Optimization exercise on an open flow, not production practice.
RTL: at most simulated, not proved equivalent.
Clock network not from TritonCTS: every run shown here.
The clock port is an ideal driver here.
Power: default activity.

--- flow/config.mk ---
export PLATFORM = sky130hd
export DESIGN_NAME = pipelined_multiplier
export DESIGN_NICKNAME = pipelined_multiplier
export VERILOG_FILES = /design/flow/design.v
export SDC_FILE = /design/flow/constraint.sdc
export NUM_CORES = 4
export LEC_CHECK = 0
export ABC_AREA = 1
export CAP_MARGIN = 20
export CORE_MARGIN = 2
export CORE_UTILIZATION = 60
export SETUP_SLACK_MARGIN = 2.95
export SLEW_MARGIN = 20
--- flow/constraint.sdc ---
create_clock -name core_clock -period 4.5 [get_ports {clk}]
set_input_delay 0.9000 -clock core_clock [delete_from_list [all_inputs] [get_ports {clk}]]
set_output_delay 0.9000 -clock core_clock [all_outputs]
set_load 0.01 [all_outputs]
--- flow/design.v ---
module pipelined_multiplier (
    input clk,
    input rst,
    input [10:0] n1,
    input [7:0] n2,
    output reg [18:0] product
);
    reg [10:0] a1;
    reg [7:0] b1;
    reg [48:0] r2;
    reg [32:0] r3;
    reg v1, v2, v3;
    wire pp1;
    wire pp2;
    wire pp3;
    wire pp4;
    wire pp5;
    wire pp6;
    wire pp7;
    wire pp8;
    wire pp9;
    wire pp10;
    wire pp11;
    wire pp12;
    wire pp13;
    wire pp14;
    wire pp15;
    wire pp16;
    wire pp17;
    wire pp18;
    wire pp19;
    wire pp20;
    wire pp21;
    wire pp22;
    wire pp23;
    wire pp24;
    wire pp25;
    wire pp26;
    wire pp27;
    wire pp28;
    wire pp29;
    wire pp30;
    wire pp31;
    wire pp32;
    wire pp33;
    wire pp34;
    wire pp35;
    wire pp36;
    wire pp37;
    wire pp38;
    wire pp39;
    wire pp40;
    wire pp41;
    wire pp42;
    wire pp43;
    wire pp44;
    wire pp45;
    wire pp46;
    wire pp47;
    wire pp48;
    wire pp49;
    wire pp50;
    wire pp51;
    wire pp52;
    wire pp53;
    wire pp54;
    wire pp55;
    wire pp56;
    wire pp57;
    wire pp58;
    wire pp59;
    wire pp60;
    wire pp61;
    wire pp62;
    wire pp63;
    wire pp64;
    wire pp65;
    wire pp66;
    wire pp67;
    wire pp68;
    wire pp69;
    wire pp70;
    wire pp71;
    wire pp72;
    wire pp73;
    wire pp74;
    wire pp75;
    wire pp76;
    wire pp77;
    wire pp78;
    wire pp79;
    wire pp80;
    wire pp81;
    wire pp82;
    wire pp83;
    wire pp84;
    wire pp85;
    wire pp86;
    wire pp87;
    wire pp88;
    wire s89;
    wire c90;
    wire s91;
    wire c92;
    wire s93;
    wire c94;
    wire s95;
    wire c96;
    wire s97;
    wire c98;
    wire s99;
    wire c100;
    wire s101;
    wire c102;
    wire s103;
    wire c104;
    wire s105;
    wire c106;
    wire s107;
    wire c108;
    wire s109;
    wire c110;
    wire s111;
    wire c112;
    wire s113;
    wire c114;
    wire s115;
    wire c116;
    wire s117;
    wire c118;
    wire s119;
    wire c120;
    wire s121;
    wire c122;
    wire s123;
    wire c124;
    wire s125;
    wire c126;
    wire s127;
    wire c128;
    wire s129;
    wire c130;
    wire s131;
    wire c132;
    wire s133;
    wire c134;
    wire s135;
    wire c136;
    wire s137;
    wire c138;
    wire s139;
    wire c140;
    wire s141;
    wire c142;
    wire s143;
    wire c144;
    wire s145;
    wire c146;
    wire s147;
    wire c148;
    wire s149;
    wire c150;
    wire s151;
    wire c152;
    wire s153;
    wire c154;
    wire s155;
    wire c156;
    wire s157;
    wire c158;
    wire s159;
    wire c160;
    wire s161;
    wire c162;
    wire s163;
    wire c164;
    wire s165;
    wire c166;
    wire s167;
    wire c168;
    wire s169;
    wire c170;
    wire s171;
    wire c172;
    wire s173;
    wire c174;
    wire s175;
    wire c176;
    wire s177;
    wire c178;
    wire s179;
    wire c180;
    wire s181;
    wire c182;
    wire s183;
    wire c184;
    wire s185;
    wire c186;
    wire s187;
    wire c188;
    wire s189;
    wire c190;
    wire s191;
    wire c192;
    wire s193;
    wire c194;
    wire s195;
    wire c196;
    wire s197;
    wire c198;
    wire s199;
    wire c200;
    wire s201;
    wire c202;
    wire s203;
    wire c204;
    wire s205;
    wire c206;
    wire s207;
    wire c208;
    wire g209;
    wire p210;
    wire g211;
    wire p212;
    wire g213;
    wire p214;
    wire g215;
    wire p216;
    wire g217;
    wire p218;
    wire g219;
    wire p220;
    wire g221;
    wire p222;
    wire g223;
    wire p224;
    wire g225;
    wire p226;
    wire g227;
    wire p228;
    wire g229;
    wire p230;
    wire g231;
    wire p232;
    wire g233;
    wire p234;
    wire g235;
    wire p236;
    wire g237;
    wire p238;
    wire G1_239;
    wire P1_240;
    wire P1_241;
    wire P1_242;
    wire G1_243;
    wire P1_244;
    wire G1_245;
    wire P1_246;
    wire G1_247;
    wire P1_248;
    wire G1_249;
    wire P1_250;
    wire G1_251;
    wire P1_252;
    wire G1_253;
    wire P1_254;
    wire G1_255;
    wire P1_256;
    wire G1_257;
    wire P1_258;
    wire G1_259;
    wire P1_260;
    wire G1_261;
    wire P1_262;
    wire G1_263;
    wire P1_264;
    wire G1_265;
    wire P1_266;
    wire G1_267;
    wire P1_268;
    wire G2_269;
    wire G2_270;
    wire P2_271;
    wire P2_272;
    wire G2_273;
    wire P2_274;
    wire G2_275;
    wire P2_276;
    wire G2_277;
    wire P2_278;
    wire G2_279;
    wire P2_280;
    wire G2_281;
    wire P2_282;
    wire G2_283;
    wire P2_284;
    wire G2_285;
    wire P2_286;
    wire G2_287;
    wire P2_288;
    wire G2_289;
    wire P2_290;
    wire G2_291;
    wire P2_292;
    wire G2_293;
    wire P2_294;
    wire G2_295;
    wire P2_296;
    wire G3_297;
    wire G3_298;
    wire G3_299;
    wire G3_300;
    wire P3_301;
    wire G3_302;
    wire P3_303;
    wire G3_304;
    wire P3_305;
    wire G3_306;
    wire P3_307;
    wire G3_308;
    wire P3_309;
    wire G3_310;
    wire P3_311;
    wire G3_312;
    wire P3_313;
    wire G3_314;
    wire P3_315;
    wire G3_316;
    wire P3_317;
    wire G3_318;
    wire P3_319;
    wire G4_320;
    wire G4_321;
    wire G4_322;
    wire G4_323;
    wire G4_324;
    wire G4_325;
    wire G4_326;
    wire G4_327;
    wire P4_328;
    wire G4_329;
    wire P4_330;
    wire G5_331;
    wire sum332;
    wire sum333;
    wire sum334;
    wire sum335;
    wire sum336;
    wire sum337;
    wire sum338;
    wire sum339;
    wire sum340;
    wire sum341;
    wire sum342;
    wire sum343;
    wire sum344;
    wire sum345;
    wire sum346;
    wire sum347;
    assign pp1 = ~a1[0] & ~b1[0];
    assign pp2 = ~a1[0] & ~b1[1];
    assign pp3 = ~a1[0] & ~b1[2];
    assign pp4 = ~a1[0] & ~b1[3];
    assign pp5 = ~a1[0] & ~b1[4];
    assign pp6 = ~a1[0] & ~b1[5];
    assign pp7 = ~a1[0] & ~b1[6];
    assign pp8 = ~a1[0] & ~b1[7];
    assign pp9 = ~a1[1] & ~b1[0];
    assign pp10 = ~a1[1] & ~b1[1];
    assign pp11 = ~a1[1] & ~b1[2];
    assign pp12 = ~a1[1] & ~b1[3];
    assign pp13 = ~a1[1] & ~b1[4];
    assign pp14 = ~a1[1] & ~b1[5];
    assign pp15 = ~a1[1] & ~b1[6];
    assign pp16 = ~a1[1] & ~b1[7];
    assign pp17 = ~a1[2] & ~b1[0];
    assign pp18 = ~a1[2] & ~b1[1];
    assign pp19 = ~a1[2] & ~b1[2];
    assign pp20 = ~a1[2] & ~b1[3];
    assign pp21 = ~a1[2] & ~b1[4];
    assign pp22 = ~a1[2] & ~b1[5];
    assign pp23 = ~a1[2] & ~b1[6];
    assign pp24 = ~a1[2] & ~b1[7];
    assign pp25 = ~a1[3] & ~b1[0];
    assign pp26 = ~a1[3] & ~b1[1];
    assign pp27 = ~a1[3] & ~b1[2];
    assign pp28 = ~a1[3] & ~b1[3];
    assign pp29 = ~a1[3] & ~b1[4];
    assign pp30 = ~a1[3] & ~b1[5];
    assign pp31 = ~a1[3] & ~b1[6];
    assign pp32 = ~a1[3] & ~b1[7];
    assign pp33 = ~a1[4] & ~b1[0];
    assign pp34 = ~a1[4] & ~b1[1];
    assign pp35 = ~a1[4] & ~b1[2];
    assign pp36 = ~a1[4] & ~b1[3];
    assign pp37 = ~a1[4] & ~b1[4];
    assign pp38 = ~a1[4] & ~b1[5];
    assign pp39 = ~a1[4] & ~b1[6];
    assign pp40 = ~a1[4] & ~b1[7];
    assign pp41 = ~a1[5] & ~b1[0];
    assign pp42 = ~a1[5] & ~b1[1];
    assign pp43 = ~a1[5] & ~b1[2];
    assign pp44 = ~a1[5] & ~b1[3];
    assign pp45 = ~a1[5] & ~b1[4];
    assign pp46 = ~a1[5] & ~b1[5];
    assign pp47 = ~a1[5] & ~b1[6];
    assign pp48 = ~a1[5] & ~b1[7];
    assign pp49 = ~a1[6] & ~b1[0];
    assign pp50 = ~a1[6] & ~b1[1];
    assign pp51 = ~a1[6] & ~b1[2];
    assign pp52 = ~a1[6] & ~b1[3];
    assign pp53 = ~a1[6] & ~b1[4];
    assign pp54 = ~a1[6] & ~b1[5];
    assign pp55 = ~a1[6] & ~b1[6];
    assign pp56 = ~a1[6] & ~b1[7];
    assign pp57 = ~a1[7] & ~b1[0];
    assign pp58 = ~a1[7] & ~b1[1];
    assign pp59 = ~a1[7] & ~b1[2];
    assign pp60 = ~a1[7] & ~b1[3];
    assign pp61 = ~a1[7] & ~b1[4];
    assign pp62 = ~a1[7] & ~b1[5];
    assign pp63 = ~a1[7] & ~b1[6];
    assign pp64 = ~a1[7] & ~b1[7];
    assign pp65 = ~a1[8] & ~b1[0];
    assign pp66 = ~a1[8] & ~b1[1];
    assign pp67 = ~a1[8] & ~b1[2];
    assign pp68 = ~a1[8] & ~b1[3];
    assign pp69 = ~a1[8] & ~b1[4];
    assign pp70 = ~a1[8] & ~b1[5];
    assign pp71 = ~a1[8] & ~b1[6];
    assign pp72 = ~a1[8] & ~b1[7];
    assign pp73 = ~a1[9] & ~b1[0];
    assign pp74 = ~a1[9] & ~b1[1];
    assign pp75 = ~a1[9] & ~b1[2];
    assign pp76 = ~a1[9] & ~b1[3];
    assign pp77 = ~a1[9] & ~b1[4];
    assign pp78 = ~a1[9] & ~b1[5];
    assign pp79 = ~a1[9] & ~b1[6];
    assign pp80 = ~a1[9] & ~b1[7];
    assign pp81 = ~a1[10] & ~b1[0];
    assign pp82 = ~a1[10] & ~b1[1];
    assign pp83 = ~a1[10] & ~b1[2];
    assign pp84 = ~a1[10] & ~b1[3];
    assign pp85 = ~a1[10] & ~b1[4];
    assign pp86 = ~a1[10] & ~b1[5];
    assign pp87 = ~a1[10] & ~b1[6];
    assign pp88 = ~a1[10] & ~b1[7];
    assign s89 = pp3 ^ pp10 ^ pp17;
    assign c90 = (pp3 & pp10) | (pp3 & pp17) | (pp10 & pp17);
    assign s91 = pp4 ^ pp11 ^ pp18;
    assign c92 = (pp4 & pp11) | (pp4 & pp18) | (pp11 & pp18);
    assign s93 = pp5 ^ pp12 ^ pp19;
    assign c94 = (pp5 & pp12) | (pp5 & pp19) | (pp12 & pp19);
    assign s95 = pp6 ^ pp13 ^ pp20;
    assign c96 = (pp6 & pp13) | (pp6 & pp20) | (pp13 & pp20);
    assign s97 = pp27 ^ pp34 ^ pp41;
    assign c98 = (pp27 & pp34) | (pp27 & pp41) | (pp34 & pp41);
    assign s99 = pp7 ^ pp14 ^ pp21;
    assign c100 = (pp7 & pp14) | (pp7 & pp21) | (pp14 & pp21);
    assign s101 = pp28 ^ pp35 ^ pp42;
    assign c102 = (pp28 & pp35) | (pp28 & pp42) | (pp35 & pp42);
    assign s103 = pp8 ^ pp15 ^ pp22;
    assign c104 = (pp8 & pp15) | (pp8 & pp22) | (pp15 & pp22);
    assign s105 = pp29 ^ pp36 ^ pp43;
    assign c106 = (pp29 & pp36) | (pp29 & pp43) | (pp36 & pp43);
    assign s107 = pp16 ^ pp23 ^ pp30;
    assign c108 = (pp16 & pp23) | (pp16 & pp30) | (pp23 & pp30);
    assign s109 = pp37 ^ pp44 ^ pp51;
    assign c110 = (pp37 & pp44) | (pp37 & pp51) | (pp44 & pp51);
    assign s111 = pp24 ^ pp31 ^ pp38;
    assign c112 = (pp24 & pp31) | (pp24 & pp38) | (pp31 & pp38);
    assign s113 = pp45 ^ pp52 ^ pp59;
    assign c114 = (pp45 & pp52) | (pp45 & pp59) | (pp52 & pp59);
    assign s115 = pp32 ^ pp39 ^ pp46;
    assign c116 = (pp32 & pp39) | (pp32 & pp46) | (pp39 & pp46);
    assign s117 = pp53 ^ pp60 ^ pp67;
    assign c118 = (pp53 & pp60) | (pp53 & pp67) | (pp60 & pp67);
    assign s119 = pp40 ^ pp47 ^ pp54;
    assign c120 = (pp40 & pp47) | (pp40 & pp54) | (pp47 & pp54);
    assign s121 = pp61 ^ pp68 ^ pp75;
    assign c122 = (pp61 & pp68) | (pp61 & pp75) | (pp68 & pp75);
    assign s123 = pp48 ^ pp55 ^ pp62;
    assign c124 = (pp48 & pp55) | (pp48 & pp62) | (pp55 & pp62);
    assign s125 = pp69 ^ pp76 ^ pp83;
    assign c126 = (pp69 & pp76) | (pp69 & pp83) | (pp76 & pp83);
    assign s127 = pp56 ^ pp63 ^ pp70;
    assign c128 = (pp56 & pp63) | (pp56 & pp70) | (pp63 & pp70);
    assign s129 = pp64 ^ pp71 ^ pp78;
    assign c130 = (pp64 & pp71) | (pp64 & pp78) | (pp71 & pp78);
    assign s131 = pp72 ^ pp79 ^ pp86;
    assign c132 = (pp72 & pp79) | (pp72 & pp86) | (pp79 & pp86);
    assign s133 = pp25 ^ c90 ^ s91;
    assign c134 = (pp25 & c90) | (pp25 & s91) | (c90 & s91);
    assign s135 = pp26 ^ pp33 ^ c92;
    assign c136 = (pp26 & pp33) | (pp26 & c92) | (pp33 & c92);
    assign s137 = c94 ^ s95 ^ s97;
    assign c138 = (c94 & s95) | (c94 & s97) | (s95 & s97);
    assign s139 = pp49 ^ c96 ^ c98;
    assign c140 = (pp49 & c96) | (pp49 & c98) | (c96 & c98);
    assign s141 = pp50 ^ pp57 ^ c100;
    assign c142 = (pp50 & pp57) | (pp50 & c100) | (pp57 & c100);
    assign s143 = c102 ^ s103 ^ s105;
    assign c144 = (c102 & s103) | (c102 & s105) | (s103 & s105);
    assign s145 = pp58 ^ pp65 ^ c104;
    assign c146 = (pp58 & pp65) | (pp58 & c104) | (pp65 & c104);
    assign s147 = c106 ^ s107 ^ s109;
    assign c148 = (c106 & s107) | (c106 & s109) | (s107 & s109);
    assign s149 = pp66 ^ pp73 ^ c108;
    assign c150 = (pp66 & pp73) | (pp66 & c108) | (pp73 & c108);
    assign s151 = c110 ^ s111 ^ s113;
    assign c152 = (c110 & s111) | (c110 & s113) | (s111 & s113);
    assign s153 = pp74 ^ pp81 ^ c112;
    assign c154 = (pp74 & pp81) | (pp74 & c112) | (pp81 & c112);
    assign s155 = c114 ^ s115 ^ s117;
    assign c156 = (c114 & s115) | (c114 & s117) | (s115 & s117);
    assign s157 = pp82 ^ c116 ^ c118;
    assign c158 = (pp82 & c116) | (pp82 & c118) | (c116 & c118);
    assign s159 = c120 ^ c122 ^ s123;
    assign c160 = (c120 & c122) | (c120 & s123) | (c122 & s123);
    assign s161 = pp77 ^ pp84 ^ c124;
    assign c162 = (pp77 & pp84) | (pp77 & c124) | (pp84 & c124);
    assign s163 = pp85 ^ c128 ^ s129;
    assign c164 = (pp85 & c128) | (pp85 & s129) | (c128 & s129);
    assign s165 = pp80 ^ pp87 ^ c132;
    assign c166 = (pp80 & pp87) | (pp80 & c132) | (pp87 & c132);
    assign s167 = r2[29] ^ r2[30];
    assign c168 = r2[29] & r2[30];
    assign s169 = r2[10] ^ r2[11];
    assign c170 = r2[10] & r2[11];
    assign s171 = r2[14] ^ r2[15];
    assign c172 = r2[14] & r2[15];
    assign s173 = r2[17] ^ r2[18] ^ r2[19];
    assign c174 = (r2[17] & r2[18]) | (r2[17] & r2[19]) | (r2[18] & r2[19]);
    assign s175 = r2[21] ^ r2[22] ^ r2[23];
    assign c176 = (r2[21] & r2[22]) | (r2[21] & r2[23]) | (r2[22] & r2[23]);
    assign s177 = r2[25] ^ r2[26] ^ r2[27];
    assign c178 = (r2[25] & r2[26]) | (r2[25] & r2[27]) | (r2[26] & r2[27]);
    assign s179 = r2[31] ^ r2[32] ^ r2[33];
    assign c180 = (r2[31] & r2[32]) | (r2[31] & r2[33]) | (r2[32] & r2[33]);
    assign s181 = r2[34] ^ r2[35] ^ r2[36];
    assign c182 = (r2[34] & r2[35]) | (r2[34] & r2[36]) | (r2[35] & r2[36]);
    assign s183 = r2[37] ^ r2[38] ^ r2[39];
    assign c184 = (r2[37] & r2[38]) | (r2[37] & r2[39]) | (r2[38] & r2[39]);
    assign s185 = r2[5] ^ r2[6];
    assign c186 = r2[5] & r2[6];
    assign s187 = r2[8] ^ r2[9];
    assign c188 = r2[8] & r2[9];
    assign s189 = r2[12] ^ r2[13] ^ s169;
    assign c190 = (r2[12] & r2[13]) | (r2[12] & s169) | (r2[13] & s169);
    assign s191 = r2[16] ^ c170 ^ s171;
    assign c192 = (r2[16] & c170) | (r2[16] & s171) | (c170 & s171);
    assign s193 = r2[20] ^ c172 ^ s173;
    assign c194 = (r2[20] & c172) | (r2[20] & s173) | (c172 & s173);
    assign s195 = r2[24] ^ c174 ^ s175;
    assign c196 = (r2[24] & c174) | (r2[24] & s175) | (c174 & s175);
    assign s197 = r2[28] ^ c176 ^ s177;
    assign c198 = (r2[28] & c176) | (r2[28] & s177) | (c176 & s177);
    assign s199 = s167 ^ c178 ^ s179;
    assign c200 = (s167 & c178) | (s167 & s179) | (c178 & s179);
    assign s201 = c168 ^ c180 ^ s181;
    assign c202 = (c168 & c180) | (c168 & s181) | (c180 & s181);
    assign s203 = r2[40] ^ c182 ^ s183;
    assign c204 = (r2[40] & c182) | (r2[40] & s183) | (c182 & s183);
    assign s205 = r2[41] ^ r2[42] ^ c184;
    assign c206 = (r2[41] & r2[42]) | (r2[41] & c184) | (r2[42] & c184);
    assign s207 = r2[43] ^ r2[44] ^ r2[45];
    assign c208 = (r2[43] & r2[44]) | (r2[43] & r2[45]) | (r2[44] & r2[45]);
    assign p210 = r3[1] ^ r3[2];
    assign g209 = r3[1] & r3[2];
    assign p212 = r3[5] ^ r3[6];
    assign g211 = r3[5] & r3[6];
    assign p214 = r3[7] ^ r3[8];
    assign g213 = r3[7] & r3[8];
    assign p216 = r3[9] ^ r3[10];
    assign g215 = r3[9] & r3[10];
    assign p218 = r3[11] ^ r3[12];
    assign g217 = r3[11] & r3[12];
    assign p220 = r3[13] ^ r3[14];
    assign g219 = r3[13] & r3[14];
    assign p222 = r3[15] ^ r3[16];
    assign g221 = r3[15] & r3[16];
    assign p224 = r3[17] ^ r3[18];
    assign g223 = r3[17] & r3[18];
    assign p226 = r3[19] ^ r3[20];
    assign g225 = r3[19] & r3[20];
    assign p228 = r3[21] ^ r3[22];
    assign g227 = r3[21] & r3[22];
    assign p230 = r3[23] ^ r3[24];
    assign g229 = r3[23] & r3[24];
    assign p232 = r3[25] ^ r3[26];
    assign g231 = r3[25] & r3[26];
    assign p234 = r3[27] ^ r3[28];
    assign g233 = r3[27] & r3[28];
    assign p236 = r3[29] ^ r3[30];
    assign g235 = r3[29] & r3[30];
    assign p238 = r3[31] ^ r3[32];
    assign g237 = r3[31] & r3[32];
    assign G1_239 = r3[3] & g209;
    assign P1_240 = r3[3] & p210;
    assign P1_241 = r3[4] & r3[3];
    assign P1_242 = p212 & r3[4];
    assign G1_243 = g213 | (p214 & g211);
    assign P1_244 = p214 & p212;
    assign G1_245 = g215 | (p216 & g213);
    assign P1_246 = p216 & p214;
    assign G1_247 = g217 | (p218 & g215);
    assign P1_248 = p218 & p216;
    assign G1_249 = g219 | (p220 & g217);
    assign P1_250 = p220 & p218;
    assign G1_251 = g221 | (p222 & g219);
    assign P1_252 = p222 & p220;
    assign G1_253 = g223 | (p224 & g221);
    assign P1_254 = p224 & p222;
    assign G1_255 = g225 | (p226 & g223);
    assign P1_256 = p226 & p224;
    assign G1_257 = g227 | (p228 & g225);
    assign P1_258 = p228 & p226;
    assign G1_259 = g229 | (p230 & g227);
    assign P1_260 = p230 & p228;
    assign G1_261 = g231 | (p232 & g229);
    assign P1_262 = p232 & p230;
    assign G1_263 = g233 | (p234 & g231);
    assign P1_264 = p234 & p232;
    assign G1_265 = g235 | (p236 & g233);
    assign P1_266 = p236 & p234;
    assign G1_267 = g237 | (p238 & g235);
    assign P1_268 = p238 & p236;
    assign G2_269 = P1_241 & g209;
    assign G2_270 = g211 | (P1_242 & G1_239);
    assign P2_271 = P1_242 & P1_240;
    assign P2_272 = P1_244 & P1_241;
    assign G2_273 = G1_245 | (P1_246 & g211);
    assign P2_274 = P1_246 & P1_242;
    assign G2_275 = G1_247 | (P1_248 & G1_243);
    assign P2_276 = P1_248 & P1_244;
    assign G2_277 = G1_249 | (P1_250 & G1_245);
    assign P2_278 = P1_250 & P1_246;
    assign G2_279 = G1_251 | (P1_252 & G1_247);
    assign P2_280 = P1_252 & P1_248;
    assign G2_281 = G1_253 | (P1_254 & G1_249);
    assign P2_282 = P1_254 & P1_250;
    assign G2_283 = G1_255 | (P1_256 & G1_251);
    assign P2_284 = P1_256 & P1_252;
    assign G2_285 = G1_257 | (P1_258 & G1_253);
    assign P2_286 = P1_258 & P1_254;
    assign G2_287 = G1_259 | (P1_260 & G1_255);
    assign P2_288 = P1_260 & P1_256;
    assign G2_289 = G1_261 | (P1_262 & G1_257);
    assign P2_290 = P1_262 & P1_258;
    assign G2_291 = G1_263 | (P1_264 & G1_259);
    assign P2_292 = P1_264 & P1_260;
    assign G2_293 = G1_265 | (P1_266 & G1_261);
    assign P2_294 = P1_266 & P1_262;
    assign G2_295 = G1_267 | (P1_268 & G1_263);
    assign P2_296 = P1_268 & P1_264;
    assign G3_297 = G1_243 | (P2_272 & g209);
    assign G3_298 = G2_273 | (P2_274 & G1_239);
    assign G3_299 = G2_275 | (P2_276 & G2_269);
    assign G3_300 = G2_277 | (P2_278 & G2_270);
    assign P3_301 = P2_278 & P2_271;
    assign G3_302 = G2_279 | (P2_280 & G1_243);
    assign P3_303 = P2_280 & P2_272;
    assign G3_304 = G2_281 | (P2_282 & G2_273);
    assign P3_305 = P2_282 & P2_274;
    assign G3_306 = G2_283 | (P2_284 & G2_275);
    assign P3_307 = P2_284 & P2_276;
    assign G3_308 = G2_285 | (P2_286 & G2_277);
    assign P3_309 = P2_286 & P2_278;
    assign G3_310 = G2_287 | (P2_288 & G2_279);
    assign P3_311 = P2_288 & P2_280;
    assign G3_312 = G2_289 | (P2_290 & G2_281);
    assign P3_313 = P2_290 & P2_282;
    assign G3_314 = G2_291 | (P2_292 & G2_283);
    assign P3_315 = P2_292 & P2_284;
    assign G3_316 = G2_293 | (P2_294 & G2_285);
    assign P3_317 = P2_294 & P2_286;
    assign G3_318 = G2_295 | (P2_296 & G2_287);
    assign P3_319 = P2_296 & P2_288;
    assign G4_320 = G3_302 | (P3_303 & g209);
    assign G4_321 = G3_304 | (P3_305 & G1_239);
    assign G4_322 = G3_306 | (P3_307 & G2_269);
    assign G4_323 = G3_308 | (P3_309 & G2_270);
    assign G4_324 = G3_310 | (P3_311 & G3_297);
    assign G4_325 = G3_312 | (P3_313 & G3_298);
    assign G4_326 = G3_314 | (P3_315 & G3_299);
    assign G4_327 = G3_316 | (P3_317 & G3_300);
    assign P4_328 = P3_317 & P3_301;
    assign G4_329 = G3_318 | (P3_319 & G3_302);
    assign P4_330 = P3_319 & P3_303;
    assign G5_331 = G4_329 | (P4_330 & g209);
    assign sum332 = r3[3] ^ g209;
    assign sum333 = r3[4] ^ G1_239;
    assign sum334 = p212 ^ G2_269;
    assign sum335 = p214 ^ G2_270;
    assign sum336 = p216 ^ G3_297;
    assign sum337 = p218 ^ G3_298;
    assign sum338 = p220 ^ G3_299;
    assign sum339 = p222 ^ G3_300;
    assign sum340 = p224 ^ G4_320;
    assign sum341 = p226 ^ G4_321;
    assign sum342 = p228 ^ G4_322;
    assign sum343 = p230 ^ G4_323;
    assign sum344 = p232 ^ G4_324;
    assign sum345 = p234 ^ G4_325;
    assign sum346 = p236 ^ G4_326;
    assign sum347 = p238 ^ G4_327;
    wire [18:0] sum3 = {G5_331, sum347, sum346, sum345, sum344, sum343, sum342, sum341, sum340, sum339, sum338, sum337, sum336, sum335, sum334, sum333, sum332, p210, r3[0]};
    always @(posedge clk) begin
        a1 <= ~n1;
        b1 <= ~n2;
        r2[0] <= pp1;
        r2[1] <= pp2;
        r2[2] <= pp9;
        r2[3] <= s89;
        r2[4] <= s133;
        r2[5] <= s93;
        r2[6] <= c134;
        r2[7] <= s135;
        r2[8] <= c136;
        r2[9] <= s137;
        r2[10] <= s99;
        r2[11] <= s101;
        r2[12] <= c138;
        r2[13] <= s139;
        r2[14] <= c140;
        r2[15] <= s141;
        r2[16] <= s143;
        r2[17] <= c142;
        r2[18] <= c144;
        r2[19] <= s145;
        r2[20] <= s147;
        r2[21] <= c146;
        r2[22] <= c148;
        r2[23] <= s149;
        r2[24] <= s151;
        r2[25] <= c150;
        r2[26] <= c152;
        r2[27] <= s153;
        r2[28] <= s155;
        r2[29] <= s119;
        r2[30] <= s121;
        r2[31] <= c154;
        r2[32] <= c156;
        r2[33] <= s157;
        r2[34] <= s125;
        r2[35] <= c158;
        r2[36] <= s159;
        r2[37] <= c126;
        r2[38] <= s127;
        r2[39] <= c160;
        r2[40] <= s161;
        r2[41] <= c162;
        r2[42] <= s163;
        r2[43] <= c130;
        r2[44] <= s131;
        r2[45] <= c164;
        r2[46] <= s165;
        r2[47] <= pp88;
        r2[48] <= c166;
        r3[0] <= r2[0];
        r3[1] <= r2[1];
        r3[2] <= r2[2];
        r3[3] <= r2[3];
        r3[4] <= r2[4];
        r3[5] <= r2[7];
        r3[6] <= s185;
        r3[7] <= c186;
        r3[8] <= s187;
        r3[9] <= c188;
        r3[10] <= s189;
        r3[11] <= c190;
        r3[12] <= s191;
        r3[13] <= c192;
        r3[14] <= s193;
        r3[15] <= c194;
        r3[16] <= s195;
        r3[17] <= c196;
        r3[18] <= s197;
        r3[19] <= c198;
        r3[20] <= s199;
        r3[21] <= c200;
        r3[22] <= s201;
        r3[23] <= c202;
        r3[24] <= s203;
        r3[25] <= c204;
        r3[26] <= s205;
        r3[27] <= c206;
        r3[28] <= s207;
        r3[29] <= r2[46];
        r3[30] <= c208;
        r3[31] <= r2[47];
        r3[32] <= r2[48];
    end
    always @(posedge clk or posedge rst) begin
        if (rst) begin
            v1 <= 1'b0;
            v2 <= 1'b0;
            v3 <= 1'b0;
        end else begin
            v1 <= 1'b1;
            v2 <= v1;
            v3 <= v2;
        end
    end
    always @(posedge clk or posedge rst) begin
        if (rst)
            product <= 19'b0;
        else
            product <= sum3 & {19{v3}};
    end
endmodule
--- flow/flow/run.sh ---
#!/bin/bash
# Own layout flow: the standard ORFS flow (standard.sh) with three changes:
#  - synthesis: the same script as synth_recipe.tcl, except that the second
#    part of Yosys's synth (fine:) runs with -noabc, so the bit-level adders
#    of the design reach extract_fa as written and map onto full-adder cells
#    without inverters between them (the final ABC mapping still runs);
#  - port buffers: buffer_ports uses sky130_fd_sc_hd__buf_1 instead of the
#    cell it picks by itself (clkdlybuf4s50_1);
#  - clock tree: flow/mycts.tcl (sourced before CTS) replaces
#    clock_tree_synthesis with a small tree: the clock port drives four
#    clkbuf_16 buffers; three drive the flip-flops outside r2 directly, the
#    fourth drives three clkbuf_8 buffers that drive r2, so r2's clock
#    arrives one buffer later (skew only between internal registers).
# Each tool's output goes to its own log file in the work folder.
set -euo pipefail
work=$(pwd)
first='proc synth {args} { yosys synth -nofsm -noshare {*}$args }'
if [[ "$(head -1 synth_recipe.tcl)" == "$first" ]]; then
  {
    echo 'proc synth {args} { if {[lsearch $args "fine:"] >= 0} { yosys synth -nofsm -noshare -noabc {*}$args } else { yosys synth -nofsm -noshare {*}$args } }'
    tail -n +2 synth_recipe.tcl
  } > "$work/own_synth.tcl"
else
  cp synth_recipe.tcl "$work/own_synth.tcl"
fi
extra=()
if [[ -f flow/extra.mk ]]; then
  while IFS= read -r line; do
    [[ -n "$line" && "$line" != \#* ]] && extra+=("$line")
  done < flow/extra.mk
fi
bash standard.sh SYNTH_SCRIPT="$work/own_synth.tcl" \
  "BUFFER_PORTS_ARGS=-buffer_cell sky130_fd_sc_hd__buf_1" "PRE_CTS_TCL=$work/flow/mycts.tcl" ${extra[@]+"${extra[@]}"} finish \
  > "$work/orfs_make.log" 2>&1
--- flow/flow/mycts.tcl ---
# Clock tree for a small design, replacing clock_tree_synthesis (whose
# H-tree makes 17 buffers here).  The clock port drives 4 clkbuf_16
# buffers.  Three of them drive the flip-flops outside the second pipeline
# register, in three groups formed by position.  The fourth drives DLEAF
# leaf buffers that drive the second pipeline register (r2): its clock
# arrives one buffer later, which gives the first stage (r1 -> r2) time
# that the second stage (r2 -> r3) does not need.  No register on a path
# from an input or to an output gets a different clock arrival.
rename clock_tree_synthesis orig_clock_tree_synthesis

proc own_cts_groups {sinks ngroups} {
  # split sinks ({x y pin}) into ngroups groups by position
  set n [llength $sinks]
  set ny [expr {int(sqrt($ngroups))}]
  if {$ny < 1} { set ny 1 }
  set nx [expr {($ngroups + $ny - 1) / $ny}]
  set groups {}
  set byy [lsort -integer -index 1 $sinks]
  set per_row [expr {($n + $ny - 1) / $ny}]
  for {set r 0} {$r < $ny} {incr r} {
    set row [lrange $byy [expr {$r * $per_row}] [expr {($r + 1) * $per_row - 1}]]
    set byx [lsort -integer -index 0 $row]
    set m [llength $byx]
    set per [expr {($m + $nx - 1) / $nx}]
    for {set c 0} {$c < $nx} {incr c} {
      set g [lrange $byx [expr {$c * $per}] [expr {($c + 1) * $per - 1}]]
      if {[llength $g]} { lappend groups $g }
    }
  }
  return $groups
}

proc own_cts_buffer {cell net group name netname} {
  # buffer driving the pins of group from net, placed at their centre
  set dbu [[ord::get_db_block] getDbUnitsPerMicron]
  set sx 0; set sy 0; set pins {}
  foreach s $group {
    set sx [expr {$sx + [lindex $s 0]}]
    set sy [expr {$sy + [lindex $s 1]}]
    lappend pins [lindex $s 2]
  }
  set cx [expr {double($sx) / [llength $group] / $dbu}]
  set cy [expr {double($sy) / [llength $group] / $dbu}]
  set r [insert_buffer -buffer_cell $cell -net $net -load_pins $pins -location [list $cx $cy] -buffer_name $name -net_name $netname]
  return [get_full_name $r]
}

proc clock_tree_synthesis {args} {
  set top_cell sky130_fd_sc_hd__clkbuf_16
  set leaf_cell sky130_fd_sc_hd__clkbuf_8
  set nleaf 3
  if {[info exists ::env(OWN_CTS_DLEAVES)]} { set nleaf $::env(OWN_CTS_DLEAVES) }
  if {[info exists ::env(OWN_CTS_DLEAF_CELL)]} { set leaf_cell $::env(OWN_CTS_DLEAF_CELL) }
  set block [ord::get_db_block]
  set normal {}
  set delayed {}
  foreach pin [get_pins -of_objects [get_nets clk]] {
    if {[get_property $pin direction] ne "input"} { continue }
    set it [sta::sta_to_db_pin $pin]
    set inst [$it getInst]
    set bb [$inst getBBox]
    set s [list [expr {([$bb xMin] + [$bb xMax]) / 2}] [expr {([$bb yMin] + [$bb yMax]) / 2}] $pin]
    if {[string match {r2*} [$inst getName]]} { lappend delayed $s } else { lappend normal $s }
  }
  puts "own cts: [llength $normal] flip-flops on the direct branches, [llength $delayed] on the delayed branch"
  set k 0
  foreach g [own_cts_groups $normal 3] {
    own_cts_buffer $top_cell [get_nets clk] $g "clkbuf_top_$k" "clknet_top_$k"
    incr k
  }
  set leaves {}
  set k 0
  foreach g [own_cts_groups $delayed $nleaf] {
    lappend leaves [own_cts_buffer $leaf_cell [get_nets clk] $g "clkbuf_dly_$k" "clknet_dly_$k"]
    incr k
  }
  # the fourth top buffer drives the delayed branch's leaf buffers
  set dbu [$block getDbUnitsPerMicron]
  set lg {}
  foreach l $leaves {
    set bb [[sta::sta_to_db_inst [get_cells $l]] getBBox]
    lappend lg [list [expr {([$bb xMin] + [$bb xMax]) / 2}] [expr {([$bb yMin] + [$bb yMax]) / 2}] [get_pins $l/A]]
  }
  own_cts_buffer $top_cell [get_nets clk] $lg "clkbuf_top_3" "clknet_top_3"
  foreach net [$block getNets] {
    if {[string match clknet_* [$net getName]] || [$net getName] eq "clk"} { $net setSigType CLOCK }
  }
  set_propagated_clock [all_clocks]
}
--- flow/standard.sh ---
#!/bin/bash
# synth_recipe.tcl (not shown) runs the flow's synth.tcl, then flattens the netlist and writes it again
# the make line also repeats each setting of config.mk as NAME=value (left out here)
make -C /OpenROAD-flow-scripts/flow DESIGN_CONFIG=/design/flow/config.mk WORK_HOME=/design/flow/orfs CLKGATE_MAP_FILE= SYNTH_SCRIPT=/design/flow/synth_recipe.tcl "${@:-finish}"
==> report_table.html, run 1 <==
<table>
<tr><th>Metric</th><th>Value</th></tr>
<tr><th colspan="2">CTS</th></tr>
<tr><td>Clock transition at the registers of the reported paths</td><td>roughly 0.09 ns</td></tr>
<tr><td>Hold buffers post-CTS</td><td>0</td></tr>
<tr><td>Clock network latency to the later pin of the worst-skew pair</td><td>about 0.30 ns</td></tr>
<tr><th colspan="2">Placement</th></tr>
<tr><td>Final weighted congestion of routability-driven global placement</td><td>~0.85</td></tr>
<tr><td>Detail Placement HPWL</td><td>6.706 mm</td></tr>
<tr><td>Count of input and output buffers</td><td>39</td></tr>
<tr><td>Total placed cells including tap cells</td><td>652</td></tr>
<tr><td>Worst slack after detailed placement</td><td>~2.7 ns</td></tr>
<tr><th colspan="2">Die</th></tr>
<tr><td>Die area</td><td>roughly 0.0095 mm²</td></tr>
<tr><td>Floorplan row count</td><td>34</td></tr>
<tr><td>Starting Density</td><td>between 60% and 70%</td></tr>
<tr><td>Y dimension of the die</td><td>97.54 µm</td></tr>
<tr><td>Width of the chip</td><td>slightly below 100 µm</td></tr>
<tr><td>Count of pins on the block boundary</td><td>40</td></tr>
<tr><td>Area of the placeable core</td><td>about 0.0086 mm²</td></tr>
<tr><th colspan="2">Final layout</th></tr>
<tr><td>Fraction of final layout cells sized beyond drive strength 1</td><td>18.23%</td></tr>
<tr><td>Layout net count</td><td>approximately 650</td></tr>
<tr><td>Layout area overhead</td><td>13.04%</td></tr>
<tr><td>Layout Cells excl Fill</td><td>about 660</td></tr>
<tr><td>Leading cell types in the layout, fill and taps excluded</td><td>108 x sky130_fd_sc_hd__nor2_1, 75 x sky130_fd_sc_hd__dfxtp_1, 74 x sky130_fd_sc_hd__nand2_1</td></tr>
<tr><td>Layout fillers</td><td>665</td></tr>
<tr><td>Inserted Diodes</td><td>0</td></tr>
<tr><td>Most common cell after layout, fill and taps aside</td><td>sky130_fd_sc_hd__nor2_1</td></tr>
<tr><th colspan="2">Global routing</th></tr>
<tr><td>GRT overflow</td><td>0</td></tr>
<tr><td>Largest net degree at the start of global routing</td><td>26</td></tr>
<tr><td>Via count of the first global-routing pass</td><td>between 3,000 and 4,000</td></tr>
<tr><td>GRT Overall Usage</td><td>19.45%</td></tr>
<tr><td>Global-route wire length before repair</td><td>15.46 mm</td></tr>
<tr><td>Initial antenna violation count</td><td>0</td></tr>
<tr><th colspan="2">Timing</th></tr>
<tr><td>Portion of the clock cycle consumed by the worst path in the final layout</td><td>between 30% and 40%</td></tr>
<tr><td>Tmin final</td><td>roughly 1.5 ns</td></tr>
<tr><td>Final Hold Violating Endpoints</td><td>0</td></tr>
<tr><td>Fmax</td><td>645.9 MHz</td></tr>
<tr><td>Number of pins exceeding their max-slew limit in the final report</td><td>0</td></tr>
<tr><td>Worst-margin pin slew</td><td>between 0.5 and 0.6 ns</td></tr>
<tr><td>Post-layout worst setup margin</td><td>between 2 and 3 ns</td></tr>
<tr><td>Final setup TNS</td><td>0 ns</td></tr>
<tr><td>Max-slew headroom at the worst pin</td><td>60.03%</td></tr>
<tr><td>Count of final setup violators</td><td>0</td></tr>
<tr><td>Setup repair after global routing missed its margin</td><td>true</td></tr>
<tr><td>Clock skew</td><td>about 0.15 ns</td></tr>
<tr><th colspan="2">Worst setup path</th></tr>
<tr><td>Slowest stage delay, CP</td><td>between 0.3 and 0.4 ns</td></tr>
<tr><td>CP startpoint kind</td><td>flop</td></tr>
<tr><td>Signal arrival time at the worst endpoint</td><td>between 0.6 and 0.7 ns</td></tr>
<tr><td>Buf+Inv Stages, Crit Path</td><td>1</td></tr>
<tr><td>Data required time at the worst endpoint</td><td>roughly 3.6 ns</td></tr>
<tr><td>Ordered cell list for the critical path</td><td>clkbuf_2</td></tr>
<tr><td>Path type of the worst setup path</td><td>flop to output port</td></tr>
<tr><td>CP Capture Type</td><td>output port</td></tr>
<tr><td>Top delay family on crit path</td><td>flip-flops</td></tr>
<tr><td>Slowest library cell on the worst path</td><td>sky130_fd_sc_hd__dfrtp_1</td></tr>
<tr><td>Critical path fanouts, max</td><td>1</td></tr>
<tr><th colspan="2">Outcome</th></tr>
<tr><td>Run status</td><td>no timing/DRC/antenna violations</td></tr>
<tr><th colspan="2">Route</th></tr>
<tr><td>Final WL</td><td>between 9 and 10 mm</td></tr>
<tr><td>Overall via count from detail_route</td><td>about 3,300</td></tr>
<tr><td>Count of unresolved DRC violations after routing</td><td>0</td></tr>
<tr><td>Via/cell ratio</td><td>just under 5</td></tr>
<tr><td>Antenna Violating Nets Remaining</td><td>0</td></tr>
<tr><td>Detailed Route Iter0 Violations</td><td>between 60 and 70</td></tr>
<tr><td>Number of detailed-route iterations in the first pass</td><td>4</td></tr>
<tr><td>WL per Instance</td><td>roughly 14 µm</td></tr>
<tr><th colspan="2">Power and ir drop</th></tr>
<tr><td>IR drop worst, VDD</td><td>roughly 0.00029 V</td></tr>
<tr><td>Reported leakage power</td><td>approximately 2.8 nW</td></tr>
<tr><td>Total power divided by cell area</td><td>~520 mW/mm²</td></tr>
<tr><th colspan="2">Flow run</th></tr>
<tr><td>Number of max-cap violations</td><td>0</td></tr>
<tr><th colspan="2">Synth</th></tr>
<tr><td>Synth Register Bits</td><td>123</td></tr>
<tr><td>Synth Net Count</td><td>around 620</td></tr>
<tr><td>Synthesis warning total</td><td>1</td></tr>
<tr><td>Seq/Total Area, Yosys</td><td>49.00%</td></tr>
<tr><td>Syn Area/Cell</td><td>around 10 µm²</td></tr>
<tr><td>Number of instances in the synthesized netlist</td><td>approximately 530</td></tr>
<tr><td>Unique cell type count in the Yosys netlist</td><td>22</td></tr>
<tr><td>Synthesized area</td><td>~0.0053 mm²</td></tr>
<tr><th colspan="2">Min path</th></tr>
<tr><td>HP Class</td><td>flop to flop</td></tr>
</table>
## synthesized netlist by cell type
cell type / number / area (µm²)
sky130_fd_sc_hd__a21oi_1: 17 / 85.08
sky130_fd_sc_hd__dfrtp_1: 22 / 550.5
sky130_fd_sc_hd__nand2_2: 4 / 25.02
sky130_fd_sc_hd__nor3_1: 3 / 15.01
sky130_fd_sc_hd__clkbuf_8: 1 / 13.76
sky130_fd_sc_hd__nand2_1: 82 / 307.8
sky130_fd_sc_hd__nor2_1: 119 / 446.7
sky130_fd_sc_hd__and2_1: 1 / 6.260
sky130_fd_sc_hd__inv_2: 2 / 7.510
sky130_fd_sc_hd__nand3_1: 7 / 35.03
sky130_fd_sc_hd__dfxtp_1: 101 / 2022
sky130_fd_sc_hd__fa_1: 55 / 1101
sky130_fd_sc_hd__o21ai_2: 1 / 8.760
sky130_fd_sc_hd__a21boi_1: 1 / 7.510
sky130_fd_sc_hd__buf_2: 1 / 5.000
sky130_fd_sc_hd__clkbuf_1: 19 / 71.32
sky130_fd_sc_hd__inv_1: 58 / 217.7
sky130_fd_sc_hd__conb_1: 1 / 3.750
sky130_fd_sc_hd__nand3_2: 1 / 10.01
sky130_fd_sc_hd__o21ai_0: 7 / 35.03
sky130_fd_sc_hd__ha_1: 21 / 262.8
sky130_fd_sc_hd__nor2_2: 2 / 12.51
## sequential cells by signal, summed over array words and instances, names as in the netlist
register,count
v1,1
r3,33
product,19
r2,49
v2,1
v3,1
a1,11
b1,8
## repair_timing
action / 4_1_cts / 5_1_grt
pin swaps: 0 / 8
resized for setup: 20 / 70
setup endpoints to repair: 34 / 64
setup buffers: 0 / 3
## metal layers
| layer | GRT usage [%] | vias up | share of wire [%] |
|---|---|---|---|
| li1 | - | 1616 | - |
| met2 | 35.60 | 84 | 51 |
| met5 | 0 | - | 0 |
| met1 | 26.75 | 1548 | 45 |
| met3 | 1.151 | 6 | 3.3 |
| met4 | 1.816 | 0 | 0.59 |
## metrics by stage
| stage | instance area, µm² | power, mW | utilization, % | hold slack, ns |
|---|---|---|---|---|
| 2_1_floorplan | 5420 | 2.161 | - | 0.3096 |
| 3_3_place_gp | 5464 | 2.369 | 63.58 | 0.3118 |
| 3_5_place_dp | 5464 | 2.394 | 63.58 | 0.3121 |
| 4_1_cts | 5652 | 2.929 | 65.77 | 0.3571 |
| 5_1_grt | 5934 | 3.341 | 69.06 | 0.3587 |
| 6_report | 5934 | 3.098 | 69.06 | 0.3555 |
## path summary, 6_finish.rpt
| path | from | endpoint | slack [ns] | cells past startpoint |
|---|---|---|---|---|
| max in group asynchronous | rst | product[17] | 3.49 | 2 |
| min | v1 | v2 | 0.36 | 0 |
| min in group asynchronous | rst | product[0] | 0.74 | 2 |
| max reg2reg | r2[25] | r3[18] | 2.96 | 2 |
| max | product[14] | product[14] | 2.95 | 1 |
| min reg2reg | v1 | v2 | 0.36 | 0 |
## power breakdown
| group | internal [mW] | total, mW | switching [mW] |
|---|---|---|---|
| logic | 0.482 | 1.13 | 0.643 |
| registers | 1.32 | 1.46 | 0.143 |
| clock network | 0.222 | 0.512 | 0.289 |
| total | 2.02 | 3.10 | 1.07 |
## final cells by class, clock buffers not listed
| class | count | area, µm² | share of cell area [%] |
|---|---|---|---|
| multi-input combinational | 322 | 2603 | 43.85 |
| tap | 108 | 135.1 | 2.277 |
| inverter | 60 | 229.0 | 3.858 |
| timing repair buffer | 42 | 188.9 | 3.184 |
| sequential | 123 | 2638 | 44.44 |
## cells by family (layout without fill, tap and decap cells)
kind of cell | count (synthesis) | count (layout) | share of synthesized area, %
compound gates | 26 | 26 | 2.598
other cells | 1 | 1 | 0.07143
simple gates | 219 | 219 | 16.35
flops | 123 | 123 | 49.00
buf+inv | 81 | 109 | 6.006
fa+ha+maj | 76 | 76 | 25.98
==> run 2: changes to the inputs <==
--- a/flow/config.mk
+++ b/flow/config.mk
@@ -9,5 +9,5 @@
 export CAP_MARGIN = 20
 export CORE_MARGIN = 2
 export CORE_UTILIZATION = 60
-export SETUP_SLACK_MARGIN = 2.95
+export SETUP_SLACK_MARGIN = 2.85
 export SLEW_MARGIN = 20
==> run 2 against run 1 <==
Compared with the run above:
- synthesized area unchanged
- routed wire length decreased by 3.7%
- still clean
- first-iteration DRC count is 19% higher
- fmax down 4.5%
- largest power group unchanged
- design area down 4.3%
- register-to-register slack got worse by 0.08 ns
- critical path depth increased by 2
- combinational power is 13% lower
- flip-flop and latch count unchanged
- worst setup slack got worse by 0.074 ns
==> report_table.html, run 2 <==
<table>
<tr><th>Metric</th><th>Value</th></tr>
<tr><th colspan="2">Synth</th></tr>
<tr><td>Mux cell area share after synthesis</td><td>0% (unchanged)</td></tr>
<tr><td>Fraction of synthesized cell area in xor and xnor cells</td><td>0% (unchanged)</td></tr>
<tr><td>Unique cell type count in the Yosys netlist</td><td>22 (unchanged)</td></tr>
<tr><td>Dominant combinational cell family by area after synthesis</td><td>adder cells</td></tr>
<tr><td>Synthesis warning total</td><td>1 (unchanged)</td></tr>
<tr><td>Simple-gate portion of the synthesized area</td><td>16.35% (unchanged)</td></tr>
<tr><td>Syn Area/Cell</td><td>9.981 µm² (unchanged)</td></tr>
<tr><td>Synthesized area</td><td>0.005250 mm² (unchanged)</td></tr>
<tr><td>Leading cell types by count after synthesis</td><td>119 x sky130_fd_sc_hd__nor2_1, 101 x sky130_fd_sc_hd__dfxtp_1, 82 x sky130_fd_sc_hd__nand2_1, 58 x sky130_fd_sc_hd__inv_1, 55 x sky130_fd_sc_hd__fa_1</td></tr>
<tr><td>FFs w/ async S/R, synth</td><td>17.89% (unchanged)</td></tr>
<tr><td>Cell type with the largest total area after synthesis</td><td>sky130_fd_sc_hd__dfxtp_1</td></tr>
<tr><td>Fraction of synthesized cell area taken by the top area cell type</td><td>38.51% (unchanged)</td></tr>
<tr><td>Prevailing post-synth register cell</td><td>sky130_fd_sc_hd__dfxtp_1</td></tr>
<tr><td>Biggest area contributors in the synthesized netlist</td><td>sky130_fd_sc_hd__dfxtp_1 39%, sky130_fd_sc_hd__fa_1 21%, sky130_fd_sc_hd__dfrtp_1 10%, sky130_fd_sc_hd__nor2_1 8.5%, sky130_fd_sc_hd__nand2_1 5.9%</td></tr>
<tr><td>Post-synth EDFFs</td><td>0 (unchanged)</td></tr>
<tr><td>Seq/Total Area, Yosys</td><td>49.00% (unchanged)</td></tr>
<tr><td>Adder and majority cell fraction of the synthesized area</td><td>25.98% (unchanged)</td></tr>
<tr><td>Most common cell in the synthesized netlist</td><td>sky130_fd_sc_hd__nor2_1</td></tr>
<tr><td>Share of the synthesized area in compound gates (AO/OA/AOI/OAI)</td><td>2.598% (unchanged)</td></tr>
<tr><td>Number of instances in the synthesized netlist</td><td>526 (unchanged)</td></tr>
<tr><td>Synth Register Bits</td><td>123 (unchanged)</td></tr>
<tr><td>Synth Net Count</td><td>623 (unchanged)</td></tr>
<tr><th colspan="2">Timing</th></tr>
<tr><td>Number of pins exceeding their max-slew limit in the final report</td><td>0 (unchanged)</td></tr>
<tr><td>Final Hold Violating Endpoints</td><td>0 (unchanged)</td></tr>
<tr><td>Max-slew headroom at the worst pin</td><td>48.89% (-11 points)</td></tr>
<tr><td>Worst-margin pin slew</td><td>0.7658 ns (+0.1663 ns)</td></tr>
<tr><td>Final setup TNS</td><td>0 ns (unchanged)</td></tr>
<tr><td>Post-layout worst setup margin</td><td>2.878 ns (-0.07369 ns)</td></tr>
<tr><td>Fmax</td><td>616.6 MHz (-4.5%)</td></tr>
<tr><td>Final hold slack</td><td>0.3578 ns (+0.002293 ns)</td></tr>
<tr><td>Clock skew</td><td>0.1380 ns (-0.007082 ns)</td></tr>
<tr><td>Count of final setup violators</td><td>0 (unchanged)</td></tr>
<tr><td>Tmin final</td><td>1.622 ns (+0.07369 ns)</td></tr>
<tr><td>Setup repair after global routing missed its margin</td><td>true</td></tr>
<tr><td>Portion of the clock cycle consumed by the worst path in the final layout</td><td>36.04% (+1.6 points)</td></tr>
<tr><th colspan="2">CTS</th></tr>
<tr><td>Hold buffers post-CTS</td><td>0 (unchanged)</td></tr>
<tr><td>Clock transition at the registers of the reported paths</td><td>0.11 ns (+0.02 ns)</td></tr>
<tr><td>Clock network latency to the later pin of the worst-skew pair</td><td>0.29 ns (about the same)</td></tr>
<tr><th colspan="2">Power and ir drop</th></tr>
<tr><td>Total power</td><td>2.915 mW (-5.9%)</td></tr>
<tr><td>IR drop worst, VDD</td><td>0.0002829 V (-3.1%)</td></tr>
<tr><td>Reported leakage power</td><td>2.768 nW (-2.6%)</td></tr>
<tr><td>Total power divided by cell area</td><td>513.0 mW/mm² (-1.7%)</td></tr>
<tr><th colspan="2">Final layout</th></tr>
<tr><td>Area occupied by registers</td><td>0.002594 mm² (-1.7%)</td></tr>
<tr><td>Largest register FFs</td><td>49 (unchanged)</td></tr>
<tr><td>Leading cell types in the layout, fill and taps excluded</td><td>118 x sky130_fd_sc_hd__nor2_1, 84 x sky130_fd_sc_hd__dfxtp_1, 81 x sky130_fd_sc_hd__nand2_1</td></tr>
<tr><td>Layout net count</td><td>652 (-0.15%)</td></tr>
<tr><td>Largest registers</td><td>r2 (49), r3 (33), product (19)</td></tr>
<tr><td>Area used by multi-input combinational logic</td><td>0.002425 mm² (-6.8%)</td></tr>
<tr><td>Fraction of final layout cells sized beyond drive strength 1</td><td>8.680% (-9.6 points)</td></tr>
<tr><td>Finished Cell Area</td><td>0.005682 mm² (-4.3%)</td></tr>
<tr><td>Most common cell after layout, fill and taps aside</td><td>sky130_fd_sc_hd__nor2_1</td></tr>
<tr><td>Layout area overhead</td><td>8.222%</td></tr>
<tr><td>Inserted Diodes</td><td>0 (unchanged)</td></tr>
<tr><td>Layout fillers</td><td>683 (+2.7%)</td></tr>
<tr><td>Largest reg by FF count</td><td>r2</td></tr>
<tr><th colspan="2">Placement</th></tr>
<tr><td>Count of input and output buffers</td><td>39 (unchanged)</td></tr>
<tr><td>Detail Placement HPWL</td><td>6.602 mm (-1.5%)</td></tr>
<tr><td>Area post-placement</td><td>0.005441 mm² (-0.41%)</td></tr>
<tr><td>Final weighted congestion of routability-driven global placement</td><td>0.8685 (+2.3%)</td></tr>
<tr><td>Worst slack after detailed placement</td><td>2.676 ns (-0.02392 ns)</td></tr>
<tr><th colspan="2">Route</th></tr>
<tr><td>Via/cell ratio</td><td>4.936 (+0.43%)</td></tr>
<tr><td>Detailed Route Iter0 Violations</td><td>76 (+19%)</td></tr>
<tr><td>WL per Instance</td><td>13.27 µm (-3.6%)</td></tr>
<tr><td>Antenna Violating Nets Remaining</td><td>0 (unchanged)</td></tr>
<tr><td>Count of unresolved DRC violations after routing</td><td>0 (unchanged)</td></tr>
<tr><td>Overall via count from detail_route</td><td>3,263 (+0.28%)</td></tr>
<tr><td>Final WL</td><td>8.771 mm (-3.7%)</td></tr>
<tr><td>Number of detailed-route iterations in the first pass</td><td>4 (unchanged)</td></tr>
<tr><th colspan="2">Global routing</th></tr>
<tr><td>Initial antenna violation count</td><td>0 (unchanged)</td></tr>
<tr><td>Largest net degree at the start of global routing</td><td>26 (unchanged)</td></tr>
<tr><td>GRT overflow</td><td>0 (unchanged)</td></tr>
<tr><td>Via count of the first global-routing pass</td><td>3,257 (-0.85%)</td></tr>
<tr><td>GRT Overall Usage</td><td>18.84% (-0.61 points)</td></tr>
<tr><td>Global-route wire length before repair</td><td>14.97 mm (-3.2%)</td></tr>
<tr><th colspan="2">Die</th></tr>
<tr><td>Y dimension of the die</td><td>97.54 µm (unchanged)</td></tr>
<tr><td>Width of the chip</td><td>97.54 µm (unchanged)</td></tr>
<tr><td>Floorplan row count</td><td>34 (unchanged)</td></tr>
<tr><td>Die area</td><td>0.009514 mm² (unchanged)</td></tr>
<tr><td>Area of the placeable core</td><td>0.008593 mm² (unchanged)</td></tr>
<tr><td>Starting Density</td><td>61.09% (unchanged)</td></tr>
<tr><td>Count of pins on the block boundary</td><td>40 (unchanged)</td></tr>
<tr><th colspan="2">Min path</th></tr>
<tr><td>HP Class</td><td>flop to flop</td></tr>
<tr><td>Hold Path Depth</td><td>0 (unchanged)</td></tr>
<tr><td>Hold-critical path endpoint</td><td>v2</td></tr>
<tr><td>Min-Delay Startpoint</td><td>v1</td></tr>
<tr><th colspan="2">Worst setup path</th></tr>
<tr><td>Buf+Inv Stages, Crit Path</td><td>0 (-1)</td></tr>
<tr><td>R2R Setup Slk</td><td>2.88 ns (-0.08 ns)</td></tr>
<tr><td>Endpoint of the most critical register-to-register path</td><td>r2[20]</td></tr>
<tr><td>Path type of the worst setup path</td><td>flop to flop</td></tr>
<tr><td>Reg2reg start</td><td>a1[2]</td></tr>
<tr><td>Cell mode on critical path</td><td>sky130_fd_sc_hd__fa_1</td></tr>
<tr><td>CP Capture Type</td><td>flop</td></tr>
<tr><td>CP startpoint kind</td><td>flop</td></tr>
<tr><td>Crit. Startpoint</td><td>a1[2]</td></tr>
<tr><td>Slowest stage delay, CP</td><td>0.55 ns (+0.18 ns)</td></tr>
<tr><td>Data required time at the worst endpoint</td><td>4.67 ns (+1.07 ns)</td></tr>
<tr><td>Critical path fanouts, max</td><td>8 (+7)</td></tr>
<tr><td>Ordered cell list for the critical path</td><td>nor2_1 &gt; fa_1 &gt; fa_1</td></tr>
<tr><td>Top delay family on crit path</td><td>adder cells</td></tr>
<tr><td>R2R depth</td><td>3 (+1)</td></tr>
<tr><td>Slowest library cell on the worst path</td><td>sky130_fd_sc_hd__fa_1</td></tr>
<tr><td>Signal arrival time at the worst endpoint</td><td>1.79 ns (+1.14 ns)</td></tr>
<tr><th colspan="2">Outcome</th></tr>
<tr><td>Run status</td><td>no timing/DRC/antenna violations</td></tr>
<tr><th colspan="2">Flow run</th></tr>
<tr><td>Number of max-cap violations</td><td>0 (unchanged)</td></tr>
</table>
-- run 2: changes by cell type in the layout (fill, tap and decap cells not counted), sizes merged --
| cell | change |
|---|---|
| clkinvlp | -1 |
| clkbuf | -16 |
| buf | +15 |
| inv | +1 |
-- run 2: timing repair --
action | in CTS | in global routing
buffers inserted | 0 | 2
resized for setup | 10 | 20
setup endpoints to repair | 11 | 16
pin swaps | 0 | 4
-- run 2: final cells by class, clock buffers not listed --
class                      instances  area share [%]
multi-input combinational        322           42.68
inverter                          60           3.964
timing repair buffer              41           2.841
sequential                       123           45.65
tap                              108           2.378
-- run 2: power breakdown --
group	internal (mW)	switching, mW
clock network	0.222	0.280
registers	1.32	0.111
logic	0.378	0.603
total	1.92	0.994
-- run 2: cells by family after synthesis --
family | Yosys count
adders and majority gates | 76
AOI/OAI and AO/OA | 26
DFF | 123
and+or+nand+nor | 219
other | 1
buffers and inverters | 81
-- run 2: metal layers --
metal / up-vias / track usage (%) / share of wire (%) / routed length (µm)
met5: - / 0 / 0 / 0
met2: 90 / 34.32 / 48 / 4223
met3: 16 / 2.014 / 4.2 / 370
met4: 0 / 2.991 / 1.7 / 147
met1: 1546 / 24.89 / 46 / 4029
li1: 1611 / - / - / -
-- run 2: per-stage QoR --
stage               std cells  util, %
floorplan                 526        -
global placement          652    63.32
detailed placement        652    63.32
CTS                       659    65.13
global route              661    66.12
finish                    661    66.12
-- run 2: worst max-delay path by stage --
| stage | to | slack, ns | depth (start not counted) |
|---|---|---|---|
| 6_report | r2[20] | 2.88 | 3 |
| 4_1_cts | r2[20] | 2.86 | 3 |
| 3_3_place_gp | r2[16] | 2.74 | 3 |
| 5_1_grt | product[14] | 2.84 | 9 |
| 3_5_place_dp | r2[9] | 2.68 | 3 |
| 2_1_floorplan | r2[16] | 2.86 | 4 |
==> run 3: changes to the inputs <==
--- a/flow/config.mk
+++ b/flow/config.mk
@@ -9,5 +9,5 @@
 export CAP_MARGIN = 20
 export CORE_MARGIN = 2
 export CORE_UTILIZATION = 60
-export SETUP_SLACK_MARGIN = 2.85
+export SETUP_SLACK_MARGIN = 2.9
 export SLEW_MARGIN = 20
==> run 3 against run 2 <==
Compared with the run above:
- largest power group unchanged
- critical endpoint is now r3[22]
- via count down 2.3%
- first-iteration DRC count down 6.6%
- design area up 1.4%
- still clean
- largest cell class unchanged
- synthesized area unchanged
- global-route usage up 0.13 points
- highest routed layer unchanged
- critical path type unchanged
- clock skew down 0.0034 ns
- worst setup slack better by 0.074 ns
- sequential share of layout area down 0.31 points
==> report_table.html, run 3 <==
<table>
<tr><th>Metric</th><th>Value</th></tr>
<tr><th colspan="2">Synth</th></tr>
<tr><td>Synth Net Count</td><td>623 (unchanged)</td></tr>
<tr><td>Prevailing post-synth register cell</td><td>sky130_fd_sc_hd__dfxtp_1</td></tr>
<tr><td>Post-synth EDFFs</td><td>0 (unchanged)</td></tr>
<tr><td>Biggest area contributors in the synthesized netlist</td><td>sky130_fd_sc_hd__dfxtp_1 39%, sky130_fd_sc_hd__fa_1 21%, sky130_fd_sc_hd__dfrtp_1 10%, sky130_fd_sc_hd__nor2_1 8.5%, sky130_fd_sc_hd__nand2_1 5.9%</td></tr>
<tr><td>Number of instances in the synthesized netlist</td><td>526 (unchanged)</td></tr>
<tr><td>Fraction of synthesized cell area taken by the top area cell type</td><td>38.51% (unchanged)</td></tr>
<tr><td>Simple-gate portion of the synthesized area</td><td>16.35% (unchanged)</td></tr>
<tr><td>Synthesized area</td><td>0.005250 mm² (unchanged)</td></tr>
<tr><td>Cell type with the largest total area after synthesis</td><td>sky130_fd_sc_hd__dfxtp_1</td></tr>
<tr><td>Syn Area/Cell</td><td>9.981 µm² (unchanged)</td></tr>
<tr><td>Most common cell in the synthesized netlist</td><td>sky130_fd_sc_hd__nor2_1</td></tr>
<tr><td>Fraction of synthesized cell area in xor and xnor cells</td><td>0% (unchanged)</td></tr>
<tr><td>FFs w/ async S/R, synth</td><td>17.89% (unchanged)</td></tr>
<tr><td>Unique cell type count in the Yosys netlist</td><td>22 (unchanged)</td></tr>
<tr><td>Synth Register Bits</td><td>123 (unchanged)</td></tr>
<tr><td>Share of the synthesized area in compound gates (AO/OA/AOI/OAI)</td><td>2.598% (unchanged)</td></tr>
<tr><td>Mux cell area share after synthesis</td><td>0% (unchanged)</td></tr>
<tr><td>Seq/Total Area, Yosys</td><td>49.00% (unchanged)</td></tr>
<tr><td>Dominant combinational cell family by area after synthesis</td><td>adder cells</td></tr>
<tr><td>Adder and majority cell fraction of the synthesized area</td><td>25.98% (unchanged)</td></tr>
<tr><th colspan="2">Global routing</th></tr>
<tr><td>GRT Overall Usage</td><td>18.97% (+0.13 points)</td></tr>
<tr><td>Via count of the first global-routing pass</td><td>3,294 (+1.1%)</td></tr>
<tr><td>Global-route wire length before repair</td><td>15.09 mm (+0.78%)</td></tr>
<tr><td>Largest net degree at the start of global routing</td><td>26 (unchanged)</td></tr>
<tr><td>Initial antenna violation count</td><td>0 (unchanged)</td></tr>
<tr><td>GRT overflow</td><td>0 (unchanged)</td></tr>
<tr><th colspan="2">Final layout</th></tr>
<tr><td>Inserted Diodes</td><td>0 (unchanged)</td></tr>
<tr><td>Largest reg by FF count</td><td>r2</td></tr>
<tr><td>Fraction of final layout cells sized beyond drive strength 1</td><td>10.31% (+1.6 points)</td></tr>
<tr><td>Most common cell after layout, fill and taps aside</td><td>sky130_fd_sc_hd__nor2_1</td></tr>
<tr><td>Layout area overhead</td><td>9.747%</td></tr>
<tr><td>Area used by multi-input combinational logic</td><td>0.002486 mm² (+2.5%)</td></tr>
<tr><td>Largest register FFs</td><td>49 (unchanged)</td></tr>
<tr><td>Area occupied by registers</td><td>0.002613 mm² (+0.72%)</td></tr>
<tr><td>Layout net count</td><td>652 (unchanged)</td></tr>
<tr><th colspan="2">Die</th></tr>
<tr><td>Area of the placeable core</td><td>0.008593 mm² (unchanged)</td></tr>
<tr><td>Count of pins on the block boundary</td><td>40 (unchanged)</td></tr>
<tr><td>Die area</td><td>0.009514 mm² (unchanged)</td></tr>
<tr><td>Width of the chip</td><td>97.54 µm (unchanged)</td></tr>
<tr><td>Floorplan row count</td><td>34 (unchanged)</td></tr>
<tr><th colspan="2">Timing</th></tr>
<tr><td>Post-layout worst setup margin</td><td>2.952 ns (+0.07358 ns)</td></tr>
<tr><td>Number of pins exceeding their max-slew limit in the final report</td><td>0 (unchanged)</td></tr>
<tr><td>Clock skew</td><td>0.1346 ns (-0.003369 ns)</td></tr>
<tr><td>Final hold slack</td><td>0.3665 ns (+0.008655 ns)</td></tr>
<tr><td>Count of final setup violators</td><td>0 (unchanged)</td></tr>
<tr><td>Fmax</td><td>645.9 MHz (+4.8%)</td></tr>
<tr><td>Final Hold Violating Endpoints</td><td>0 (unchanged)</td></tr>
<tr><td>Max-slew headroom at the worst pin</td><td>48.90% (about the same)</td></tr>
<tr><td>Setup repair after global routing missed its margin</td><td>true</td></tr>
<tr><td>Tmin final</td><td>1.548 ns (-0.07358 ns)</td></tr>
<tr><th colspan="2">Power and ir drop</th></tr>
<tr><td>Reported leakage power</td><td>2.774 nW (+0.20%)</td></tr>
<tr><td>IR drop worst, VDD</td><td>0.0003043 V (+7.6%)</td></tr>
<tr><th colspan="2">Outcome</th></tr>
<tr><td>Run status</td><td>no timing/DRC/antenna violations</td></tr>
<tr><th colspan="2">Placement</th></tr>
<tr><td>Detail Placement HPWL</td><td>6.538 mm (-0.96%)</td></tr>
<tr><td>Final weighted congestion of routability-driven global placement</td><td>0.8822 (+1.6%)</td></tr>
<tr><td>Count of input and output buffers</td><td>39 (unchanged)</td></tr>
<tr><td>Area post-placement</td><td>0.005443 mm² (about the same)</td></tr>
<tr><th colspan="2">Route</th></tr>
<tr><td>Count of unresolved DRC violations after routing</td><td>0 (unchanged)</td></tr>
<tr><td>Via/cell ratio</td><td>4.821 (-2.3%)</td></tr>
<tr><td>Detailed Route Iter0 Violations</td><td>71 (-6.6%)</td></tr>
<tr><td>Final WL</td><td>8.598 mm (-2.0%)</td></tr>
<tr><td>Overall via count from detail_route</td><td>3,187 (-2.3%)</td></tr>
<tr><td>WL per Instance</td><td>13.01 µm (-2.0%)</td></tr>
<tr><td>Number of detailed-route iterations in the first pass</td><td>4 (unchanged)</td></tr>
<tr><th colspan="2">Min path</th></tr>
<tr><td>HP Class</td><td>flop to flop</td></tr>
<tr><th colspan="2">Worst setup path</th></tr>
<tr><td>CP startpoint kind</td><td>flop</td></tr>
<tr><td>Path type of the worst setup path</td><td>flop to flop</td></tr>
<tr><td>CP Capture Type</td><td>flop</td></tr>
<tr><td>Data required time at the worst endpoint</td><td>4.53 ns (-0.14 ns)</td></tr>
<tr><th colspan="2">CTS</th></tr>
<tr><td>Clock transition at the registers of the reported paths</td><td>0.09 ns (-0.02 ns)</td></tr>
<tr><td>Clock network latency to the later pin of the worst-skew pair</td><td>0.28 ns (about the same)</td></tr>
</table>
-- run 3: cell counts after synthesis --
Identical to the previous run, type by type.
-- run 3: cells by family (layout without fill, tap and decap cells) --
family,count (synthesis),in the layout
DFF,123,123
buffers and inverters,81,108
AOI/OAI and AO/OA,26,26
and+or+nand+nor,219,219
other,1,1
adders and majority gates,76,76
-- run 3: layer usage --
| layer | track usage (%) | wire length (µm) | share of wire, % |
|---|---|---|---|
| met5 | 0 | 0 | 0 |
| met4 | 2.244 | 85 | 0.99 |
| met3 | 1.223 | 249 | 2.9 |
| met1 | 25.46 | 4044 | 47 |
| met2 | 35.12 | 4219 | 49 |
-- run 3: final timing paths --
| check | start | endpoint | slack, ns | cells past startpoint |
|---|---|---|---|---|
| min | v2 | v3 | 0.37 | 0 |
| max | r2[34] | r3[22] | 2.95 | 2 |
| max reg2reg | r2[34] | r3[22] | 2.95 | 2 |
| min in group asynchronous | rst | v3 | 0.86 | 2 |
| min reg2reg | v2 | v3 | 0.37 | 0 |
| max in group asynchronous | rst | product[15] | 3.17 | 2 |
-- run 3: timing repair --
item,4_1_cts,5_1_grt
resized for setup,15,31
pin swaps,0,5
hold buffers,0,0
setup endpoints to repair,21,21
setup buffers,0,2
endpoints found under the hold margin,0,0
-- run 3: stage by stage --
step | cells | total power, mW | util (%)
final | 661 | 2.964 | 67.05
after global routing | 661 | 3.213 | 67.05
after CTS | 659 | 2.898 | 65.22
after detailed placement | 652 | 2.394 | 63.34
after global placement | 652 | 2.367 | 63.34
after floorplan | 526 | 2.152 | -
-- run 3: worst max-delay path, cell delays in order, from the launching register on --
cell                      delay (ns)
sky130_fd_sc_hd__dfxtp_1        0.33
sky130_fd_sc_hd__fa_1           0.56
sky130_fd_sc_hd__fa_1           0.42
-- run 3: final cells by class, clock buffers not listed --
cell class	count	area share, %
Inverter	60	3.909
Multi-Input combinational cell	322	43.15
Sequential cell	123	45.34
Tap cell	108	2.345
Timing Repair Buffer	41	2.801
-- run 3: power by group --
part	total [mW]	switching, mW	internal [mW]
Clock	0.499	0.277	0.222
Sequential	1.44	0.117	1.32
Combinational	1.03	0.618	0.411
